From an optimization exercise on the open Yosys and OpenROAD flow, aimed at small area and a short achievable clock period; shortcuts taken in it are not production practice. No functional check of the RTL was part of any run shown here.

## flow/design.v (module list and top-level ports; edited modules follow where they fit)
// module Correlation_32: 1390 lines
// module corr32_fa: 4 lines
// module corr32_maj: 3 lines
// module corr32_aoi: 3 lines
// module corr32_oai: 3 lines
// module corr32_ha: 4 lines
module Correlation_32(
    input [31:0] Num_1,
    input [31:0] Num_2,
    input [31:0] Num_3,
    input [31:0] Num_4,
    input [31:0] Num_5,
    input [31:0] Num_6,
    input [31:0] Num_7,
    input [31:0] Num_8,
    input [31:0] Num_9,
    input [31:0] Num_10,
    input [31:0] Num_11,
    input [31:0] Num_12,
    input [31:0] Num_13,
    input [31:0] Num_14,
    input [31:0] Num_15,
    input [31:0] Num_16,
    input [31:0] Target_Num,
    input Clock,
    input Reset,
    output reg [3:0] Out_4
    );
  // ...
==> flow/flow/run.sh <==
#!/bin/bash
# Standard ORFS layout (the standard.sh), with the port buffers made from the
# smallest buffer cell, and timing repair aiming for 32.5 ns of setup slack.
set -euo pipefail
export BUFFER_PORTS_ARGS="-buffer_cell sky130_fd_sc_hd__buf_1"
export SETUP_SLACK_MARGIN=32.5
bash standard.sh > standard.log 2>&1
==> flow/standard.sh <==
#!/bin/bash
# synth_recipe.tcl (not shown) runs the flow's synth.tcl, then flattens the netlist and writes it again
# the make line also repeats each setting of config.mk as NAME=value (left out here)
make -C /OpenROAD-flow-scripts/flow DESIGN_CONFIG=/design/flow/config.mk WORK_HOME=/design/flow/orfs CLKGATE_MAP_FILE= SYNTH_SCRIPT=/design/flow/synth_recipe.tcl "${@:-finish}"
==> flow/config.mk <==
export PLATFORM = sky130hd
export DESIGN_NAME = Correlation_32
export DESIGN_NICKNAME = Correlation_32
export VERILOG_FILES = /design/flow/design.v
export SDC_FILE = /design/flow/constraint.sdc
export NUM_CORES = 4
export LEC_CHECK = 0
export CAP_MARGIN = 20
export CORE_MARGIN = 2
export CORE_UTILIZATION = 70
export SLEW_MARGIN = 20
export SYNTH_HIERARCHICAL = 1
export SYNTH_MINIMUM_KEEP_SIZE = 0
==> flow/constraint.sdc <==
create_clock -name core_clock -period 50.0 [get_ports {Clock}]
set_input_delay 10.0000 -clock core_clock [delete_from_list [all_inputs] [get_ports {Clock}]]
set_output_delay 10.0000 -clock core_clock [all_outputs]
set_load 0.01 [all_outputs]
==> flow_metrics.tcl, run 1 <==
set metrics [dict create \
    netlist_top_cells_count "xor2_1 (512), fa_1 (416), maj3_2 (156)" \
    clock_buffers 3 \
    worstSetupPathType "input port to register" \
    top_register "Out_4" \
    postLayoutCellArea_sq_mm 0.0201 \
    critPathLaunchType "input port" \
    whs_ns 9.67 \
    multi_input_comb_cells 1330 \
    synth_edf_count 0 \
    finalSetupViolations 0 \
    chipHeight_um 162 \
    portBuffers 549 \
    grt_use_met1 0.529 \
    area_dominant_class "multi-input combinational cells" \
    num_rows 57 \
    drive_gt1_frac 0.112 \
    syn_to_final_growth_pct 14.8 \
    multi_input_area_share 0.843 \
    grt_pass1_vias 15875 \
    dpl_worst_slack_ns 31.96 \
    cts_setup_buffers 0 \
    status "complete, no violations" \
    critical-path-top-delay-family "adder cells" \
    synth-simple-area-share 0.0446 \
    syn_inst 1461 \
    syn_nets 2503 \
    dp_hpwl_um 50700 \
    final_common_cell "buf_1" \
    report.final.slew_viol_count 0 \
    fin_crit_sh 0.352 \
    fin_util 0.823 \
    endpoint "Out_4[1]" \
    use_met3 0.164 \
    antenna_cells_inserted 8 \
]
==> run 2, diff against run 1 <==
==> flow/flow/run.sh (replaced) <==
#!/bin/bash
# Standard ORFS layout (the standard.sh), with the port buffers made from the
# smallest buffer cell, and timing repair aiming for 33 ns of setup slack.
set -euo pipefail
export BUFFER_PORTS_ARGS="-buffer_cell sky130_fd_sc_hd__buf_1"
export SETUP_SLACK_MARGIN=33
bash standard.sh > standard.log 2>&1
--- a/flow/config.mk
+++ b/flow/config.mk
@@ -6,7 +6,8 @@
 export NUM_CORES = 4
 export LEC_CHECK = 0
+export ABC_AREA = 1
 export CAP_MARGIN = 20
 export CORE_MARGIN = 2
-export CORE_UTILIZATION = 70
+export CORE_UTILIZATION = 60
 export SLEW_MARGIN = 20
 export SYNTH_HIERARCHICAL = 1
==> run 2 against run 1 <==
Still clean. Via count increased by 11%. Worst hold slack got worse by 0.045 ns. Non-clock buffer count unchanged. Wire length grew 2.7%. Clock-buffer cell count unchanged. Die area rose by 23%. Worst setup slack better by 0.86 ns. Critical path type unchanged.
==> flow_metrics.tcl, run 2 <==
set metrics [dict create \
    syn_to_final_growth_pct 14.9 \
    drive_gt1_frac 0.0452 \
    maxCapViolations 0 \
    finalHoldViolations 0 \
    rsz0062_at_grt "false" \
    routabilityCongestion 1.04 \
    antenna_found_initial 2 \
    whs_ns 9.63 \
    fin_crit_sh 0.335 \
    fillers 2510 \
    clock.fmax_ghz 0.0597 \
    grt_pass1_vias 17549 \
    worstMarginPinSlew_ns 0.944 \
    initial_utilization 0.609 \
    netlist_top_cells_count "xor2_1 (512), fa_1 (416), inv_1 (278)" \
    cts_tree "built" \
    relSlewSlack 0.370 \
    ys_ff_latch 4 \
    synth_edf_count 0 \
    vias_per_cell 5.54 \
    ant_nets 0 \
    cts_sinks 4 \
    crit_arrival_ns 16.86 \
    worstSetupPathType "input port to register" \
    slowest_delay_ns 0.54 \
    synth_top_area_frac 0.448 \
    clkTransAtPathRegs_ns 0.03 \
    finalSetupViolations 0 \
    synth-main-ff-cell "dfrtp_1" \
    yosysSeqAreaShare 0.00539 \
    async_flop_share 1.00 \
    top_regs "Out_4 x4" \
    yosysMostFrequentCell "xor2_1" \
    routedWlPerCell_um 22.9 \
    report.final.slew_viol_count 0 \
    synth_top_family_by_area "adder cells" \
    synth.top_cells.by_area "fa_1 (45%), xor2_1 (24%), inv_1 (5.6%)" \
    die_area_sq_mm 0.0324 \
    synth_cell_type_count 26 \
    synth_compound_area_frac 0.0552 \
    final_common_cell "buf_1" \
    status "complete, no violations" \
    syn_avg_cell_area_sq_um 8.93 \
    finalNetCount 3613 \
    drt_iter0_markers 1599 \
    yosysWarningCount 7 \
    crit_required_ns 50.11 \
    layout_common_cells "buf_1 (517), xor2_1 (496), fa_1 (415), inv_1 (278), nand2_1 (272)" \
    crit_buf_inv 4 \
    period_needed_ns 16.76 \
    syn_inst 2079 \
    drt-pass1-iter-count 8 \
    syn_nets 3121 \
    critical-path-top-delay-family "adder cells" \
    fin_tns_setup_ns 0 \
    root_buffer "clkbuf_16" \
    cts.htree.levels 1 \
    multiInputGateArea_sq_mm 0.0173 \
    cp_max_fo 16 \
    hp-class "input port to asynchronous set/reset pin" \
    cp_common_cell "nand2_1" \
    num_rows 64 \
    synth-xor-area-share 0.241 \
    cts_made_buffers 3 \
    critPathLaunchType "input port" \
    yosys.area_share.adder 0.502 \
    core-area_sq_mm 0.0305 \
    ios 550 \
    wl_um 68000 \
    grt_pass1_wl_um 101000 \
    die_w_um 180 \
    synth_top_area_cell "fa_1" \
    syn-cell-area_sq_mm 0.0186 \
    synth-simple-area-share 0.112 \
    grt_usage 0.419 \
    muxShareOfSynthArea 0 \
    gr-total-overflow 0 \
    vias 16427 \
    drc 0 \
    regArea_sq_um 100 \
    cp-end-kind "register" \
    top_register "Out_4" \
    grt_max_degree 17 \
    largest_reg_flops 4 \
    slowest_stage "xor2_1" \
    clk_path_buf_depth 2 \
    dp_hpwl_um 56100 \
    chipHeight_um 180 \
    portBuffers 549 \
]
run 2: Yosys stat by module (local to each module, per instance):
module | cell area, sq um | flops+latches | copies in the design | cells inside
Correlation_32 | 6710 | 4 | 1 | 959
corr32_fa | 20.0 | 0 | 416 | 1
corr32_maj | 16.3 | 0 | 156 | 4
corr32_ha | 12.5 | 0 | 80 | 1
run 2: layout make-up:
cell class              instances  area share
multi-input cells            1724       0.808
repair buffers                551       0.109
well taps                     396      0.0232
diodes                          2    0.000234
clock buffers                   3     0.00352
inverters                     287      0.0505
flip-flops and latches          4     0.00469
run 2: layer usage:
layer	share of wire	track usage
met5	0.00040	0
met4	0.063	0.232
met3	0.11	0.0983
met2	0.46	0.653
met1	0.37	0.541
run 2: cells by family after synthesis:
logic type	Yosys count
adder cells (fa/ha/maj)	496
XOR/XNOR	512
AND/OR/NAND/NOR	522
buffers and inverters	351
flip-flops	4
AO/OA/AOI/OAI	194
run 2: worst max path at each step:
stage	slack, ns	from	cells after the start	endpoint
final	33.24	Target_Num[8]	31	Out_4[1]
after floorplan	33.80	Target_Num[12]	32	Out_4[0]
after CTS	33.01	Target_Num[0]	31	Out_4[1]
after global routing	32.96	Target_Num[15]	32	Out_4[0]
after detailed placement	32.20	Target_Num[0]	31	Out_4[1]
after global placement	32.25	Target_Num[0]	31	Out_4[1]
run 2: repair_timing:
item / CTS / global route
resized for setup: 39 / 121
buffers inserted: 0 / 2
gates cloned: 0 / 0
setup endpoints to repair: 4 / 4
hold buffers: 0 / 0
pin swaps: 0 / 1
run 2: through the flow:
| step | utilization | instances | instance area, sq um | worst slack (ns) |
|---|---|---|---|---|
| CTS | 0.684 | 2963 | 20900 | 33.01 |
| floorplan | - | 2079 | 18600 | 33.80 |
| global placement | 0.678 | 2960 | 20700 | 32.25 |
| finish | 0.700 | 2967 | 21300 | 33.24 |
| detailed placement | 0.678 | 2960 | 20700 | 32.20 |
| global route | 0.699 | 2965 | 21300 | 32.96 |

==> afterwards: timing with drivers on the ports <==
In the flow no input, the clock included, has a driving cell. The finished layouts below were timed again as built, in two steps. Step 1: set_driving_cell puts a clkbuf_16 on Clock and a buf_2 on each other input, an assumption about the parent block. Step 2 times the ports against the registers' clock, not the clock port: input delays grow and output delays shrink by t, the midpoint of the rising clock arrivals with the driver on. Slacks: ideal / step 1 / step 2; pairs: ideal / step 1.
run | shift t [ns] | setup WS [ns] | worst slew at a driven data input, ns
run 1 | 0.263 | 32.386 / 32.374 / 32.111 | 0.22
run 2 | 0.251 | 33.243 / 33.245 / 32.994 | 0.09
After both steps every run listed still meets setup and hold. The setup slack of run 1, which loses most, moves by -0.012 ns with the drivers and by -0.275 ns with both steps.
